This design comes from an exercise in tuning for small area on the open sky130 flow, not from production work. In this exercise RTL edits were held to simulation tests only and were not proved equivalent to the original.

==> build 64 <==
Design bdot256, start of the top module:
module bdot256 #(
  parameter DATA_WIDTH = 1,
  parameter ACCU_WIDTH = 32,
  parameter VECTOR_LENGTH = 256,
  parameter MULT_LATENCY = 3,
  parameter INPUT_DELAY = 1,
  parameter TREE_DELAY = 1,
  parameter OUT_DELAY = 1,
  parameter ROW_NUM = 1
) (
  input  wire         clk,
  input  wire         rst,
  input  wire         ena,
  input  wire [31:0]  acc_reg,
  input  wire [255:0] a_in,
  input  wire [255:0] b_in,
  output wire [31:0]  result
);
clock: 5.0 ns
lec_check: 0
cap_margin: 20
core_margin: 2
core_utilization: 55
gpl_timing_driven: 0
place_density: 0.7
slew_margin: 20
standard.sh (not shown) runs the stock make flow with config.mk's settings and CLKGATE_MAP_FILE= SYNTH_SCRIPT=/design/flow/synth_recipe.tcl, a recipe that flattens the netlist after the stock synthesis.
==> flow/flow/run.sh <==
#!/bin/bash
# Standard ORFS layout (the standard.sh) with these changes:
#  - Yosys's generic synth pass runs with -noabc, so its internal ABC pre-mapping does not
#    scramble the polarity of the full-adder logic before extract_fa (fewer inverters);
#  - the port buffers that buffer_ports inserts on every input and output are buf_1;
#  - clock tree: clkbuf_16 buffers, sink clusters of up to 30 flip-flops, no dummy loads;
#  - the largest buffers and inverters are added to the platform's don't-use list, so the
#    enable net's buffer tree is built from smaller buffers;
#  - synthesis runs flow/synth.tcl: synth_recipe.tcl with a delay-relaxed ABC mapping script.
set -euo pipefail
DU="sky130_fd_sc_hd__probe_p_8 sky130_fd_sc_hd__probec_p_8 sky130_fd_sc_hd__lpflow_bleeder_1 sky130_fd_sc_hd__lpflow_clkbufkapwr_1 sky130_fd_sc_hd__lpflow_clkbufkapwr_16 sky130_fd_sc_hd__lpflow_clkbufkapwr_2 sky130_fd_sc_hd__lpflow_clkbufkapwr_4 sky130_fd_sc_hd__lpflow_clkbufkapwr_8 sky130_fd_sc_hd__lpflow_clkinvkapwr_1 sky130_fd_sc_hd__lpflow_clkinvkapwr_16 sky130_fd_sc_hd__lpflow_clkinvkapwr_2 sky130_fd_sc_hd__lpflow_clkinvkapwr_4 sky130_fd_sc_hd__lpflow_clkinvkapwr_8 sky130_fd_sc_hd__lpflow_decapkapwr_12 sky130_fd_sc_hd__lpflow_decapkapwr_3 sky130_fd_sc_hd__lpflow_decapkapwr_4 sky130_fd_sc_hd__lpflow_decapkapwr_6 sky130_fd_sc_hd__lpflow_decapkapwr_8 sky130_fd_sc_hd__lpflow_inputiso0n_1 sky130_fd_sc_hd__lpflow_inputiso0p_1 sky130_fd_sc_hd__lpflow_inputiso1n_1 sky130_fd_sc_hd__lpflow_inputiso1p_1 sky130_fd_sc_hd__lpflow_inputisolatch_1 sky130_fd_sc_hd__lpflow_isobufsrc_1 sky130_fd_sc_hd__lpflow_isobufsrc_16 sky130_fd_sc_hd__lpflow_isobufsrc_2 sky130_fd_sc_hd__lpflow_isobufsrc_4 sky130_fd_sc_hd__lpflow_isobufsrc_8 sky130_fd_sc_hd__lpflow_isobufsrckapwr_16 sky130_fd_sc_hd__lpflow_lsbuf_lh_hl_isowell_tap_1 sky130_fd_sc_hd__lpflow_lsbuf_lh_hl_isowell_tap_2 sky130_fd_sc_hd__lpflow_lsbuf_lh_hl_isowell_tap_4 sky130_fd_sc_hd__lpflow_lsbuf_lh_isowell_4 sky130_fd_sc_hd__lpflow_lsbuf_lh_isowell_tap_1 sky130_fd_sc_hd__lpflow_lsbuf_lh_isowell_tap_2 sky130_fd_sc_hd__lpflow_lsbuf_lh_isowell_tap_4"
DU="$DU sky130_fd_sc_hd__buf_6 sky130_fd_sc_hd__buf_8 sky130_fd_sc_hd__buf_12 sky130_fd_sc_hd__buf_16 sky130_fd_sc_hd__bufbuf_8 sky130_fd_sc_hd__bufbuf_16 sky130_fd_sc_hd__bufinv_8 sky130_fd_sc_hd__bufinv_16 sky130_fd_sc_hd__inv_12 sky130_fd_sc_hd__inv_16"
export FLOW_ABC_SCRIPT="$PWD/flow/abc_speed_relaxed.script"
bash standard.sh "SYNTH_ARGS=-noabc" "SYNTH_SCRIPT=$PWD/flow/synth.tcl" \
  "BUFFER_PORTS_ARGS=-buffer_cell sky130_fd_sc_hd__buf_1" \
  "CTS_ARGS=-sink_clustering_enable -repair_clock_nets -dont_use_dummy_load -buf_list sky130_fd_sc_hd__clkbuf_16 -sink_clustering_size 30 -sink_clustering_max_diameter 100" \
  "DONT_USE_CELLS=$DU" \
  finish > standard.log 2>&1
==> flow/flow/abc_speed_relaxed.script <==
&get -n
&st
&dch
&nf -R 100
&st
&syn2
&if -g -K 6
&synch2
&nf -R 100
&st
&syn2
&if -g -K 6
&synch2
&nf -R 100
&st
&syn2
&if -g -K 6
&synch2
&nf -R 100
&st
&syn2
&if -g -K 6
&synch2
&nf -R 100
&st
&syn2
&if -g -K 6
&synch2
&nf -R 100
&put
dnsize -c
==> flow/flow/synth.tcl <==
# The standard flow's synth_recipe.tcl, with ORFS's ABC mapping script swapped for
# flow/abc_speed_relaxed.script (ORFS's abc_speed.script with "&nf -R 100" and without its final
# buffer and upsize steps: the mapper may trade up to 100% of the best delay for area).
proc synth {args} { yosys synth -nofsm -noshare {*}$args }
proc abc {args} {
  set i [lsearch -exact $args -script]
  if {$i >= 0} { lset args [expr {$i + 1}] $::env(FLOW_ABC_SCRIPT) }
  yosys abc {*}$args
}
source $::env(SCRIPTS_DIR)/synth.tcl
# left out here: clear keep_hierarchy, flatten, clean up, hide names made inside functions, write 1_2_yosys.v
==> trial 86: changes against build 64 <==
==> flow/flow/run.sh (replaced) <==
#!/bin/bash
# Standard ORFS layout (the standard.sh) with these changes:
#  - Yosys's generic synth pass runs with -noabc, so its internal ABC pre-mapping does not
#    scramble the polarity of the full-adder logic before extract_fa (fewer inverters);
#  - the port buffers that buffer_ports inserts on every input and output are buf_1;
#  - clock tree: clkbuf_8 buffers, sink clusters of up to 16 flip-flops, no dummy loads.
set -euo pipefail
bash standard.sh "SYNTH_ARGS=-noabc" \
  "BUFFER_PORTS_ARGS=-buffer_cell sky130_fd_sc_hd__buf_1" \
  "CTS_ARGS=-sink_clustering_enable -repair_clock_nets -dont_use_dummy_load -buf_list sky130_fd_sc_hd__clkbuf_8 -sink_clustering_size 16 -sink_clustering_max_diameter 100" \
  finish > standard.log 2>&1
CORE_UTILIZATION = 45   (was 55)
GPL_TIMING_DRIVEN = default   (was 0)
PLACE_DENSITY = 0.6   (was 0.7)
removed: flow/flow/abc_speed_relaxed.script
removed: flow/flow/synth.tcl
==> run summary <==
* ANT cells at 9
* Min Hold Slack at 389 ps
* Met3 GRT Util at 0.0460
* Total track usage at 0.251
* Vias per inst at 4.83
* XOR/XNOR Fraction of Synth Area at 0.150
* First-pass GRT wire length at 67.8 mm
* Status: timing/DRC/antenna clean
* Core area at 36600 sq um
* Fin area at 20000 sq um
* Sequential share of the synthesized area at 0.496
* Initial Utilization at 0.457
the above is filed under trial 86

==> run summary <==
* Core area at 29600 sq um
* ANT cells at 19
* Min Hold Slack at 365 ps
* Fin area at 19700 sq um
* Met3 GRT Util at 0.0880
* Vias per inst at 5.24
* Hold Path Class: reg -> reg
* Status: timing/DRC/antenna clean
* Sequential share of the synthesized area at 0.501
* First-pass GRT wire length at 69.3 mm
* XOR/XNOR Fraction of Synth Area at 0.151
the above is filed under build 64



==> inputs of maple <==
bdot256 again, from the RTL that the note above started with.
export LEC_CHECK = 0
export CAP_MARGIN = 20
export CORE_MARGIN = 2
export CORE_UTILIZATION = 45
export CTS_BUF_LIST = sky130_fd_sc_hd__clkbuf_4
export PLACE_DENSITY = 0.6
export SLEW_MARGIN = 20
create_clock -name core_clock -period 5.0 [get_ports {clk}]
==> flow/flow/run.sh <==
#!/bin/bash
# Standard ORFS layout (the standard.sh) with two changes:
#  - Yosys's generic `synth` pass runs with -noabc, so its internal ABC pre-mapping does not
#    scramble the polarity of the full-adder logic before extract_fa (fewer inverters);
#  - the port buffers that buffer_ports inserts on every input and output are buf_1.
set -euo pipefail
bash standard.sh "SYNTH_ARGS=-noabc" "BUFFER_PORTS_ARGS=-buffer_cell sky130_fd_sc_hd__buf_1" finish > standard.log 2>&1
==> juniper (differences from maple) <==
==> flow/flow/run.sh (replaced) <==
#!/bin/bash
# Standard ORFS layout (the standard.sh) with these changes:
#  - Yosys's generic synth pass runs with -noabc, so its internal ABC pre-mapping does not
#    scramble the polarity of the full-adder logic before extract_fa (fewer inverters);
#  - the port buffers that buffer_ports inserts on every input and output are buf_1;
#  - clock tree: clkbuf_8 buffers, sink clusters of up to 18 flip-flops, no dummy loads;
#  - the largest buffers and inverters are added to the platform's don't-use list, so the
#    enable net's buffer tree is built from smaller buffers;
#  - synthesis runs flow/synth.tcl: synth_recipe.tcl with a delay-relaxed ABC mapping script.
set -euo pipefail
DU="sky130_fd_sc_hd__probe_p_8 sky130_fd_sc_hd__probec_p_8 sky130_fd_sc_hd__lpflow_bleeder_1 sky130_fd_sc_hd__lpflow_clkbufkapwr_1 sky130_fd_sc_hd__lpflow_clkbufkapwr_16 sky130_fd_sc_hd__lpflow_clkbufkapwr_2 sky130_fd_sc_hd__lpflow_clkbufkapwr_4 sky130_fd_sc_hd__lpflow_clkbufkapwr_8 sky130_fd_sc_hd__lpflow_clkinvkapwr_1 sky130_fd_sc_hd__lpflow_clkinvkapwr_16 sky130_fd_sc_hd__lpflow_clkinvkapwr_2 sky130_fd_sc_hd__lpflow_clkinvkapwr_4 sky130_fd_sc_hd__lpflow_clkinvkapwr_8 sky130_fd_sc_hd__lpflow_decapkapwr_12 sky130_fd_sc_hd__lpflow_decapkapwr_3 sky130_fd_sc_hd__lpflow_decapkapwr_4 sky130_fd_sc_hd__lpflow_decapkapwr_6 sky130_fd_sc_hd__lpflow_decapkapwr_8 sky130_fd_sc_hd__lpflow_inputiso0n_1 sky130_fd_sc_hd__lpflow_inputiso0p_1 sky130_fd_sc_hd__lpflow_inputiso1n_1 sky130_fd_sc_hd__lpflow_inputiso1p_1 sky130_fd_sc_hd__lpflow_inputisolatch_1 sky130_fd_sc_hd__lpflow_isobufsrc_1 sky130_fd_sc_hd__lpflow_isobufsrc_16 sky130_fd_sc_hd__lpflow_isobufsrc_2 sky130_fd_sc_hd__lpflow_isobufsrc_4 sky130_fd_sc_hd__lpflow_isobufsrc_8 sky130_fd_sc_hd__lpflow_isobufsrckapwr_16 sky130_fd_sc_hd__lpflow_lsbuf_lh_hl_isowell_tap_1 sky130_fd_sc_hd__lpflow_lsbuf_lh_hl_isowell_tap_2 sky130_fd_sc_hd__lpflow_lsbuf_lh_hl_isowell_tap_4 sky130_fd_sc_hd__lpflow_lsbuf_lh_isowell_4 sky130_fd_sc_hd__lpflow_lsbuf_lh_isowell_tap_1 sky130_fd_sc_hd__lpflow_lsbuf_lh_isowell_tap_2 sky130_fd_sc_hd__lpflow_lsbuf_lh_isowell_tap_4"
DU="$DU sky130_fd_sc_hd__buf_6 sky130_fd_sc_hd__buf_8 sky130_fd_sc_hd__buf_12 sky130_fd_sc_hd__buf_16 sky130_fd_sc_hd__bufbuf_8 sky130_fd_sc_hd__bufbuf_16 sky130_fd_sc_hd__bufinv_8 sky130_fd_sc_hd__bufinv_16 sky130_fd_sc_hd__inv_12 sky130_fd_sc_hd__inv_16"
export FLOW_ABC_SCRIPT="$PWD/flow/abc_speed_relaxed.script"
bash standard.sh "SYNTH_ARGS=-noabc" "SYNTH_SCRIPT=$PWD/flow/synth.tcl" \
  "BUFFER_PORTS_ARGS=-buffer_cell sky130_fd_sc_hd__buf_1" \
  "CTS_ARGS=-sink_clustering_enable -repair_clock_nets -dont_use_dummy_load -buf_list sky130_fd_sc_hd__clkbuf_8 -sink_clustering_size 18 -sink_clustering_max_diameter 100" \
  "DONT_USE_CELLS=$DU" \
  finish > standard.log 2>&1
==> flow/flow/abc_speed_relaxed.script (new file) <==
&get -n
&st
&dch
&nf -R 50
&st
&syn2
&if -g -K 6
&synch2
&nf -R 50
&st
&syn2
&if -g -K 6
&synch2
&nf -R 50
&st
&syn2
&if -g -K 6
&synch2
&nf -R 50
&st
&syn2
&if -g -K 6
&synch2
&nf -R 50
&st
&syn2
&if -g -K 6
&synch2
&nf -R 50
&put
buffer -c
topo
stime -c
upsize -c
dnsize -c
==> flow/flow/synth.tcl (new file) <==
# The standard flow's synth_recipe.tcl, with ORFS's ABC mapping script swapped for
# flow/abc_speed_relaxed.script (ORFS's abc_speed.script with "&nf -R 50": the
# mapper may trade up to 50% of the best delay for area).
proc synth {args} { yosys synth -nofsm -noshare {*}$args }
proc abc {args} {
  set i [lsearch -exact $args -script]
  if {$i >= 0} { lset args [expr {$i + 1}] $::env(FLOW_ABC_SCRIPT) }
  yosys abc {*}$args
}
source $::env(SCRIPTS_DIR)/synth.tcl
# left out here: clear keep_hierarchy, flatten, clean up, hide names made inside functions, write 1_2_yosys.v
--- a/flow/config.mk
+++ b/flow/config.mk
@@ -9,5 +9,5 @@
 export CORE_MARGIN = 2
-export CORE_UTILIZATION = 45
-export CTS_BUF_LIST = sky130_fd_sc_hd__clkbuf_4
-export PLACE_DENSITY = 0.6
+export CORE_UTILIZATION = 55
+export GPL_TIMING_DRIVEN = 0
+export PLACE_DENSITY = 0.7
 export SLEW_MARGIN = 20
==> indigo (differences from maple) <==
==> flow/flow/run.sh (replaced) <==
#!/bin/bash
# Standard ORFS layout (the standard.sh) with these changes:
#  - Yosys's generic synth pass runs with -noabc, so its internal ABC pre-mapping does not
#    scramble the polarity of the full-adder logic before extract_fa (fewer inverters);
#  - the port buffers that buffer_ports inserts on every input and output are buf_1;
#  - clock tree: clkbuf_8 buffers, sink clusters of up to 18 flip-flops, no dummy loads;
#  - the largest buffers and inverters are added to the platform's don't-use list, so the
#    enable net's buffer tree is built from smaller buffers;
#  - synthesis runs flow/synth.tcl: synth_recipe.tcl with a delay-relaxed ABC mapping script.
set -euo pipefail
DU="sky130_fd_sc_hd__probe_p_8 sky130_fd_sc_hd__probec_p_8 sky130_fd_sc_hd__lpflow_bleeder_1 sky130_fd_sc_hd__lpflow_clkbufkapwr_1 sky130_fd_sc_hd__lpflow_clkbufkapwr_16 sky130_fd_sc_hd__lpflow_clkbufkapwr_2 sky130_fd_sc_hd__lpflow_clkbufkapwr_4 sky130_fd_sc_hd__lpflow_clkbufkapwr_8 sky130_fd_sc_hd__lpflow_clkinvkapwr_1 sky130_fd_sc_hd__lpflow_clkinvkapwr_16 sky130_fd_sc_hd__lpflow_clkinvkapwr_2 sky130_fd_sc_hd__lpflow_clkinvkapwr_4 sky130_fd_sc_hd__lpflow_clkinvkapwr_8 sky130_fd_sc_hd__lpflow_decapkapwr_12 sky130_fd_sc_hd__lpflow_decapkapwr_3 sky130_fd_sc_hd__lpflow_decapkapwr_4 sky130_fd_sc_hd__lpflow_decapkapwr_6 sky130_fd_sc_hd__lpflow_decapkapwr_8 sky130_fd_sc_hd__lpflow_inputiso0n_1 sky130_fd_sc_hd__lpflow_inputiso0p_1 sky130_fd_sc_hd__lpflow_inputiso1n_1 sky130_fd_sc_hd__lpflow_inputiso1p_1 sky130_fd_sc_hd__lpflow_inputisolatch_1 sky130_fd_sc_hd__lpflow_isobufsrc_1 sky130_fd_sc_hd__lpflow_isobufsrc_16 sky130_fd_sc_hd__lpflow_isobufsrc_2 sky130_fd_sc_hd__lpflow_isobufsrc_4 sky130_fd_sc_hd__lpflow_isobufsrc_8 sky130_fd_sc_hd__lpflow_isobufsrckapwr_16 sky130_fd_sc_hd__lpflow_lsbuf_lh_hl_isowell_tap_1 sky130_fd_sc_hd__lpflow_lsbuf_lh_hl_isowell_tap_2 sky130_fd_sc_hd__lpflow_lsbuf_lh_hl_isowell_tap_4 sky130_fd_sc_hd__lpflow_lsbuf_lh_isowell_4 sky130_fd_sc_hd__lpflow_lsbuf_lh_isowell_tap_1 sky130_fd_sc_hd__lpflow_lsbuf_lh_isowell_tap_2 sky130_fd_sc_hd__lpflow_lsbuf_lh_isowell_tap_4"
DU="$DU sky130_fd_sc_hd__buf_6 sky130_fd_sc_hd__buf_8 sky130_fd_sc_hd__buf_12 sky130_fd_sc_hd__buf_16 sky130_fd_sc_hd__bufbuf_8 sky130_fd_sc_hd__bufbuf_16 sky130_fd_sc_hd__bufinv_8 sky130_fd_sc_hd__bufinv_16 sky130_fd_sc_hd__inv_12 sky130_fd_sc_hd__inv_16"
export FLOW_ABC_SCRIPT="$PWD/flow/abc_speed_relaxed.script"
bash standard.sh "SYNTH_ARGS=-noabc" "SYNTH_SCRIPT=$PWD/flow/synth.tcl" \
  "BUFFER_PORTS_ARGS=-buffer_cell sky130_fd_sc_hd__buf_1" \
  "CTS_ARGS=-sink_clustering_enable -repair_clock_nets -dont_use_dummy_load -buf_list sky130_fd_sc_hd__clkbuf_8 -sink_clustering_size 18 -sink_clustering_max_diameter 100" \
  "DONT_USE_CELLS=$DU" \
  finish > standard.log 2>&1
==> flow/flow/abc_speed_relaxed.script (new file) <==
&get -n
&st
&dch
&nf -R 100
&st
&syn2
&if -g -K 6
&synch2
&nf -R 100
&st
&syn2
&if -g -K 6
&synch2
&nf -R 100
&st
&syn2
&if -g -K 6
&synch2
&nf -R 100
&st
&syn2
&if -g -K 6
&synch2
&nf -R 100
&st
&syn2
&if -g -K 6
&synch2
&nf -R 100
&put
dnsize -c
==> flow/flow/synth.tcl (new file) <==
# The standard flow's synth_recipe.tcl, with ORFS's ABC mapping script swapped for
# flow/abc_speed_relaxed.script (ORFS's abc_speed.script with "&nf -R 100" and without its final
# buffer and upsize steps: the mapper may trade up to 100% of the best delay for area).
proc synth {args} { yosys synth -nofsm -noshare {*}$args }
proc abc {args} {
  set i [lsearch -exact $args -script]
  if {$i >= 0} { lset args [expr {$i + 1}] $::env(FLOW_ABC_SCRIPT) }
  yosys abc {*}$args
}
source $::env(SCRIPTS_DIR)/synth.tcl
# left out here: clear keep_hierarchy, flatten, clean up, hide names made inside functions, write 1_2_yosys.v
--- a/flow/config.mk
+++ b/flow/config.mk
@@ -9,5 +9,5 @@
 export CORE_MARGIN = 2
-export CORE_UTILIZATION = 45
-export CTS_BUF_LIST = sky130_fd_sc_hd__clkbuf_4
-export PLACE_DENSITY = 0.6
+export CORE_UTILIZATION = 55
+export GPL_TIMING_DRIVEN = 0
+export PLACE_DENSITY = 0.7
 export SLEW_MARGIN = 20
==> impl_metrics.env <==
export IMPL_powerClk_uw=970
export IMPL_ys_top_cells_by_area="edfxtp_1 (50%), fa_1 (30%), xnor2_1 (14%)"
export IMPL_power_frac_seq=0.249
export IMPL_buf_share=0.114
export IMPL_dp_cells=1916
export IMPL_synth_fp_nets=1756
export IMPL_clk_share=0.0133
export IMPL_status="finished clean"
export IMPL_syn_inst=942
export IMPL_post_route_period_util=0.982
export IMPL_ys_types=40
export IMPL_synth_top_area_frac=0.498
export IMPL_clockPowerShare=0.062
export IMPL_crit_arrival_ns=5.16
the above is filed under juniper

==> impl_metrics.env <==
export IMPL_status="finished clean"
export IMPL_io_pins=579
export IMPL_clockPowerShare=0.062
export IMPL_hold_slack_ns=0.382
export IMPL_drv_cap=0
export IMPL_dp_cells=1913
export IMPL_grt_pass1_wl_um=69200
export IMPL_post_route_period_util=0.974
export IMPL_syn_cell_area_sq_mm=0.0166
export IMPL_ys_types=29
export IMPL_synth_fp_nets=1749
export IMPL_cp_endpoint="pa[2]"
export IMPL_wl_met3_um=5430
export IMPL_synth_top_area_frac=0.501
export IMPL_buf_share=0.114
export IMPL_power_frac_seq=0.250
export IMPL_clk_share=0.0133
export IMPL_fp_row_count=63
export IMPL_crit_arrival_ns=5.13
the above is filed under indigo

==> impl_metrics.env <==
export IMPL_syn_inst=950
export IMPL_synth_top_area_frac=0.496
export IMPL_crit_arrival_ns=5.16
export IMPL_post_route_period_util=0.955
export IMPL_synth_fp_nets=1764
export IMPL_buf_share=0.118
export IMPL_clockPowerShare=0.104
export IMPL_dp_cells=2013
export IMPL_status="finished clean"
the above is filed under maple

re-timing with driven ports:
How much do the figures lean on ideal ports? The routed layouts below were timed once more, with nothing changed but the port constraints. Step 1 assumes that a clkbuf_16 drives the clock port and a buf_2 every other input. Step 2 adds t to the input delays and takes it off the output delays; t is the mean of the earliest and latest rising clock arrival at the registers after step 1. Input paths then give back, and output paths get back, about the clock's delay inside the block. Three values: no drivers, after step 1, after step 2; two values: the first two.
run | t (ns) | slack for setup (ns) | hold slack, ns | worst data-port slew with drivers (ns) | cell pins on the clock port's net
build 64 | 0.498 | 0.062 / 0.092 / -0.406 | 0.365 / 0.365 / 0.365 | 0.21 | 1
trial 86 | 0.547 | 0.130 / 0.143 / -0.405 | 0.389 / 0.389 / 0.389 | 0.21 | 1
maple | 0.675 | 0.225 / 0.237 / -0.438 | 0.373 / 0.373 / 0.373 | 0.21 | 1
juniper | 0.544 | 0.089 / 0.109 / -0.435 | 0.414 / 0.414 / 0.414 | 0.27 | 1
indigo | 0.560 | 0.132 / 0.155 / -0.405 | 0.382 / 0.382 / 0.382 | 0.23 | 1
With both steps, setup timing fails in every run listed, where it was met with ideal ports. For maple, which loses most, drivers alone change the setup slack by +0.012 ns; drivers and shift together by -0.663 ns.
